From an optimization exercise on the open Yosys and OpenROAD flow, aimed at small area; shortcuts taken in it are not production practice. The RTL was checked by simulation tests, not by an equivalence proof against the original design. Power and IR drop assume default switching activity.

==> inputs of v8 <==
## driver
module driver(
    input clk,
    input rst,
    input NE1,
    input NWE,
    input [2:0] ADDR,
    input [7:0] DATA,
    output r,
    output g,
    output b,
    output h_sync,
    output v_sync
);
export LEC_CHECK = 0
export CAP_MARGIN = 20
export CORE_MARGIN = 2
export CORE_UTILIZATION = 55
export GPL_TIMING_DRIVEN = 0
export PLACE_DENSITY = 0.7
export SLEW_MARGIN = 20
create_clock -name core_clock -period 5.0 [get_ports {clk}]
standard.sh (not shown) runs the stock make flow with config.mk's settings and CLKGATE_MAP_FILE= SYNTH_SCRIPT=/design/flow/synth_recipe.tcl, a recipe that flattens the netlist after the stock synthesis.
==> flow/flow/run.sh <==
#!/bin/bash
# Own layout flow: the standard ORFS flow (standard.sh), with these
# changes only:
#  - synthesis is the standard script, but ABC maps with flow/abc.script
#    (area-oriented) and the full-adder extraction step is skipped; the
#    flip-flops are mapped before ABC exactly as in the standard synthesis;
#  - port buffers use the smallest buffer (buf_1);
#  - clock tree synthesis inserts no dummy loads.
set -euo pipefail
W=$PWD
sed "s#log_cmd abc {\*}\$abc_args#log_cmd abc -script $W/flow/abc.script {*}[lrange \$abc_args 2 end]#" \
    "$FLOW_HOME/scripts/synth.tcl" > "$W/synth_mod.tcl"
grep -q "flow/abc.script" "$W/synth_mod.tcl"
sed "s#\$::env(SCRIPTS_DIR)/synth.tcl#$W/synth_mod.tcl#" "$W/synth_recipe.tcl" > "$W/my_synth.tcl"
grep -q "synth_mod.tcl" "$W/my_synth.tcl"
sed "s#SYNTH_SCRIPT=[^ ]*#SYNTH_SCRIPT=$W/my_synth.tcl#" "$W/standard.sh" > "$W/my_standard.sh"
grep -q "my_synth.tcl" "$W/my_standard.sh"
CTS="-sink_clustering_enable -repair_clock_nets -dont_use_dummy_load"
[ -f "$W/flow/cts_args" ] && CTS="$(cat "$W/flow/cts_args")"
bash "$W/my_standard.sh" ADDER_MAP_FILE= \
    "BUFFER_PORTS_ARGS=-buffer_cell sky130_fd_sc_hd__buf_1" \
    "CTS_ARGS=$CTS" \
    finish > "$W/flow_make.log" 2>&1
==> flow/flow/abc.script <==
strash
dch -f
amap
topo
upsize -D 3400
dnsize -D 3400
==> flow/flow/cts_args <==
-sink_clustering_enable -repair_clock_nets -dont_use_dummy_load -buf_list sky130_fd_sc_hd__clkbuf_16 -root_buf sky130_fd_sc_hd__clkbuf_16 -sink_clustering_size 50 -sink_clustering_max_diameter 300
==> v39 (differences from v8) <==
--- a/flow/flow/run.sh
+++ b/flow/flow/run.sh
@@ -18,3 +18,3 @@
 CTS="-sink_clustering_enable -repair_clock_nets -dont_use_dummy_load"
-[ -f "$W/flow/cts_args" ] && CTS="$(cat "$W/flow/cts_args")"
+[ -f "$W/flow/cts_args" ] && CTS="$CTS $(cat "$W/flow/cts_args")"
 bash "$W/my_standard.sh" ADDER_MAP_FILE= \
==> flow/flow/abc.script (replaced) <==
strash
dch -f
amap
topo
upsize -D 3800
dnsize -D 3800
removed: flow/flow/cts_args
==> implementation parameters <==
Parameter                              Value

Layout
  Proportion of cell area occupied by registers    35.36%
  Multi-input combinational cell area    1622 um^2
  Area of all placed cells without fillers    3312 um^2
  # nets final    437

Floorplanning
  DIE AREA    6062 um^2
  Horizontal die dimension    77.86 um

Pwr
  Share of power burned in the clock network    29.0%
  Cell Pwr Density    310.6 nW/um^2
  Cell-internal power    707.1 uW

GRT
  Met2 Use GR    37.59%

STA
  Shortest period the worst path allows    4.591 ns
  Clock skew after layout    0.01890 ns

Run status
  Outcome  no timing/DRC/antenna violations

Clock tree
  Clock tree root driver cell    sky130_fd_sc_hd__clkbuf_16
the above is filed under v8

==> implementation parameters <==
Parameter                              Value

Pwr
  Share of power burned in the clock network    21.7%
  Cell Pwr Density    292.9 nW/um^2
  Flop pwr share    45.9%

STA
  Clock skew after layout    0.02486 ns
  Shortest period the worst path allows    4.629 ns

GRT
  Met2 Use GR    39.38%
  Number of antenna violations at the first check in global routing    0

Run status
  Outcome  no timing/DRC/antenna violations

Layout
  Number of inserted filler cells in the final layout    472
  # nets final    441
  Proportion of cell area occupied by registers    35.88%
  Multi-input combinational cell area    1603 um^2

Floorplanning
  Horizontal die dimension    76.54 um
  DIE AREA    5858 um^2

Worst setup path
  Reg-to-reg critical path startpoint    hc[9]$_DFF_P_

Route
  Number of routed nets with antenna violations    0

Clock tree
  Clock tree root driver cell    sky130_fd_sc_hd__clkbuf_8
the above is filed under v39



==> run a <==
driver, a different RTL version from the one above (not shown whole).
Settings: LEC_CHECK=0, ABC_AREA=1, CAP_MARGIN=20, CORE_MARGIN=2, CORE_UTILIZATION=40, PLACE_DENSITY=0.6, SLEW_MARGIN=20; clock period 5.0 ns.
run.sh (not shown) runs the stock make flow with config.mk's settings and CLKGATE_MAP_FILE= SYNTH_SCRIPT=/design/flow/synth_recipe.tcl, a recipe that flattens the netlist after the stock synthesis.
Stock flow here: none of the scripts above is used.
==> inputs of run b, as changes to run a <==
==> flow/flow/run.sh (new file) <==
#!/bin/bash
# Own layout flow: the standard ORFS flow (standard.sh), with these
# changes only:
#  - synthesis is the standard script, but ABC maps with flow/abc.script
#    (area-oriented) and the full-adder extraction step is skipped; the
#    flip-flops are mapped before ABC exactly as in the standard synthesis;
#  - port buffers use the smallest buffer (buf_1);
#  - clock tree synthesis inserts no dummy loads.
set -euo pipefail
W=$PWD
sed "s#log_cmd abc {\*}\$abc_args#log_cmd abc -script $W/flow/abc.script {*}[lrange \$abc_args 2 end]#" \
    "$FLOW_HOME/scripts/synth.tcl" > "$W/synth_mod.tcl"
grep -q "flow/abc.script" "$W/synth_mod.tcl"
sed "s#\$::env(SCRIPTS_DIR)/synth.tcl#$W/synth_mod.tcl#" "$W/synth_recipe.tcl" > "$W/my_synth.tcl"
grep -q "synth_mod.tcl" "$W/my_synth.tcl"
sed "s#SYNTH_SCRIPT=[^ ]*#SYNTH_SCRIPT=$W/my_synth.tcl#" "$W/standard.sh" > "$W/my_standard.sh"
grep -q "my_synth.tcl" "$W/my_standard.sh"
CTS="-sink_clustering_enable -repair_clock_nets -dont_use_dummy_load"
[ -f "$W/flow/cts_args" ] && CTS="$CTS $(cat "$W/flow/cts_args")"
bash "$W/my_standard.sh" ADDER_MAP_FILE= \
    "BUFFER_PORTS_ARGS=-buffer_cell sky130_fd_sc_hd__buf_1" \
    "CTS_ARGS=$CTS" \
    finish > "$W/flow_make.log" 2>&1
==> flow/flow/abc.script (new file) <==
strash
dch -f
amap
topo
stime -c
==> flow/standard.sh (new file) <==
#!/bin/bash
# synth_recipe.tcl (not shown) runs the flow's synth.tcl, then flattens the netlist and writes it again
# the make line also repeats each setting of config.mk as NAME=value (left out here)
make -C /OpenROAD-flow-scripts/flow DESIGN_CONFIG=/design/flow/config.mk WORK_HOME=/design/flow/orfs CLKGATE_MAP_FILE= SYNTH_SCRIPT=/design/flow/synth_recipe.tcl "${@:-finish}"
- ABC_AREA: 1 -> default
- CORE_UTILIZATION: 40 -> 55
- GPL_TIMING_DRIVEN: default -> 0
- PLACE_DENSITY: 0.6 -> 0.7
removed: flow/run.sh
==> inputs of run c, as changes to run a <==
==> flow/flow/run.sh (new file) <==
#!/bin/bash
# Own layout flow: the standard ORFS flow, with two changes:
#  - synthesis is the standard script, but ABC maps with flow/abc.script
#    (area-oriented) and the full-adder extraction step is skipped;
#  - port buffers use the smallest buffer (buf_1).
# Registers are untouched: the flip-flop mapping happens before ABC exactly
# as in the standard synthesis.
set -euo pipefail
W=$PWD
sed "s#log_cmd abc {\*}\$abc_args#log_cmd abc -script $W/flow/abc.script {*}[lrange \$abc_args 2 end]#" \
    "$FLOW_HOME/scripts/synth.tcl" > "$W/synth_mod.tcl"
grep -q "flow/abc.script" "$W/synth_mod.tcl"
sed "s#\$::env(SCRIPTS_DIR)/synth.tcl#$W/synth_mod.tcl#" "$W/synth_recipe.tcl" > "$W/my_synth.tcl"
grep -q "synth_mod.tcl" "$W/my_synth.tcl"
sed "s#SYNTH_SCRIPT=[^ ]*#SYNTH_SCRIPT=$W/my_synth.tcl#" "$W/standard.sh" > "$W/my_standard.sh"
grep -q "my_synth.tcl" "$W/my_standard.sh"
bash "$W/my_standard.sh" ADDER_MAP_FILE= \
    "BUFFER_PORTS_ARGS=-buffer_cell sky130_fd_sc_hd__buf_1" \
    finish > "$W/flow_make.log" 2>&1
==> flow/flow/abc.script (new file) <==
strash
dch -f
amap
topo
stime -c
==> flow/standard.sh (new file) <==
#!/bin/bash
# synth_recipe.tcl (not shown) runs the flow's synth.tcl, then flattens the netlist and writes it again
# the make line also repeats each setting of config.mk as NAME=value (left out here)
make -C /OpenROAD-flow-scripts/flow DESIGN_CONFIG=/design/flow/config.mk WORK_HOME=/design/flow/orfs CLKGATE_MAP_FILE= SYNTH_SCRIPT=/design/flow/synth_recipe.tcl "${@:-finish}"
- ABC_AREA: 1 -> default
removed: flow/run.sh
==> summary.md <==
| Metric | Value |
|---|---|
| Fraction of area in multi-input gates | 47.0% |
| Worst reg2reg startpoint | regs.xc[1]$_DFFE_PP_ |
| Status | finished clean |
| Switching part of the total | 32.1% |
| Fillers | 484 |
| Reg area | 1310 um^2 |
| Area contributors post-synth | edfxtp_1 (28%), dfxtp_1 (17%), nor2_1 (12%), clkinv_1 (6.1%), o21ai_0 (5.3%) |
| Signal buffers share of area | 3.91% |
| Post-route insts no fill | 491 |
| Footprint of the multi-input gates | 1580 um^2 |
| Worst-path fanout max | 6 |
| Sequential Power | 487 uW |
| Mapped Nets | 404 |
-- figures above: run b

==> summary.md <==
| Metric | Value |
|---|---|
| Status | finished clean |
| Fraction of area in multi-input gates | 44.6% |
| Worst-path fanout max | 6 |
| Reg area | 1310 um^2 |
| Footprint of the multi-input gates | 1520 um^2 |
| Commonest cells after routing, fill and taps aside | nor2_1 (94), clkinv_1 (48), nand2_1 (39) |
| Signal buffers share of area | 4.96% |
| Most frequent cell after synthesis | nor2_1 |
| Area contributors post-synth | edfxtp_1 (28%), dfxtp_1 (17%), nor2_1 (12%), clkinv_1 (6.1%), o21ai_0 (5.3%) |
| Post-route insts no fill | 528 |
| Sequential Power | 487 uW |
| Worst reg2reg startpoint | regs.yc[1]$_DFFE_PP_ |
| Critical Path Start | regs.yc[1]$_DFFE_PP_ |
| Mapped Nets | 404 |
| Synth Area in Compound Gates | 23.0% |
| Vias | 2728 |
| Asr flop ratio synth | 0% |
-- figures above: run c

==> summary.md <==
| Metric | Value |
|---|---|
| N_taps | 105 |
| Post-route insts no fill | 587 |
| Most frequent cell after synthesis | inv_1 |
| Switching part of the total | 33.8% |
| Fillers | 837 |
| Reg area | 1310 um^2 |
| Signal buffers share of area | 5.31% |
| Endpoint class of the critical path | flop |
| CP Launch Type | flop |
| Combinational Power Share | 30.3% |
| Worst-path fanout max | 9 |
| CTS tree | done |
| LEAKAGE | 1.76 nW |
| Status | finished clean |
| Total wire length | 7550 um |
| Hold Crit Depth | 1 |
| Worst reg2reg startpoint | vc[0]$_DFF_P_ |
| Sequential Power | 485 uW |
| Area contributors post-synth | edfxtp_1 (24%), dfxtp_1 (15%), inv_1 (10%), nand2_1 (9.6%), ha_1 (8.7%) |
-- figures above: run a

separate check: timing with driven ports:
How much do the figures lean on ideal ports? The routed layouts below were timed once more, with nothing changed but the port constraints.
Step 1 assumes that a clkbuf_16 drives the clock port and a buf_2 every other input.
Step 2 moves the port delays by t, midway between the first and last clock arrival at a register: inputs arrive t later, outputs are due t later. That takes back most of the time a late clock gives input paths.
Three values: ideal ports, drivers, drivers and shift; two values: the first two.
run	t, ns	setup slack, ns	latest minus earliest clock arrival (ns)
v8	0.314	0.409 / 0.409 / 0.409	0.019 / 0.020
v39	0.326	0.371 / 0.371 / 0.371	0.025 / 0.025
run a	0.325	0.960 / 0.960 / 0.960	0.006 / 0.005
run b	0.320	0.427 / 0.427 / 0.427	0.034 / 0.034
run c	0.340	0.550 / 0.550 / 0.550	0.009 / 0.008
After both steps setup and hold are still met in every run listed.
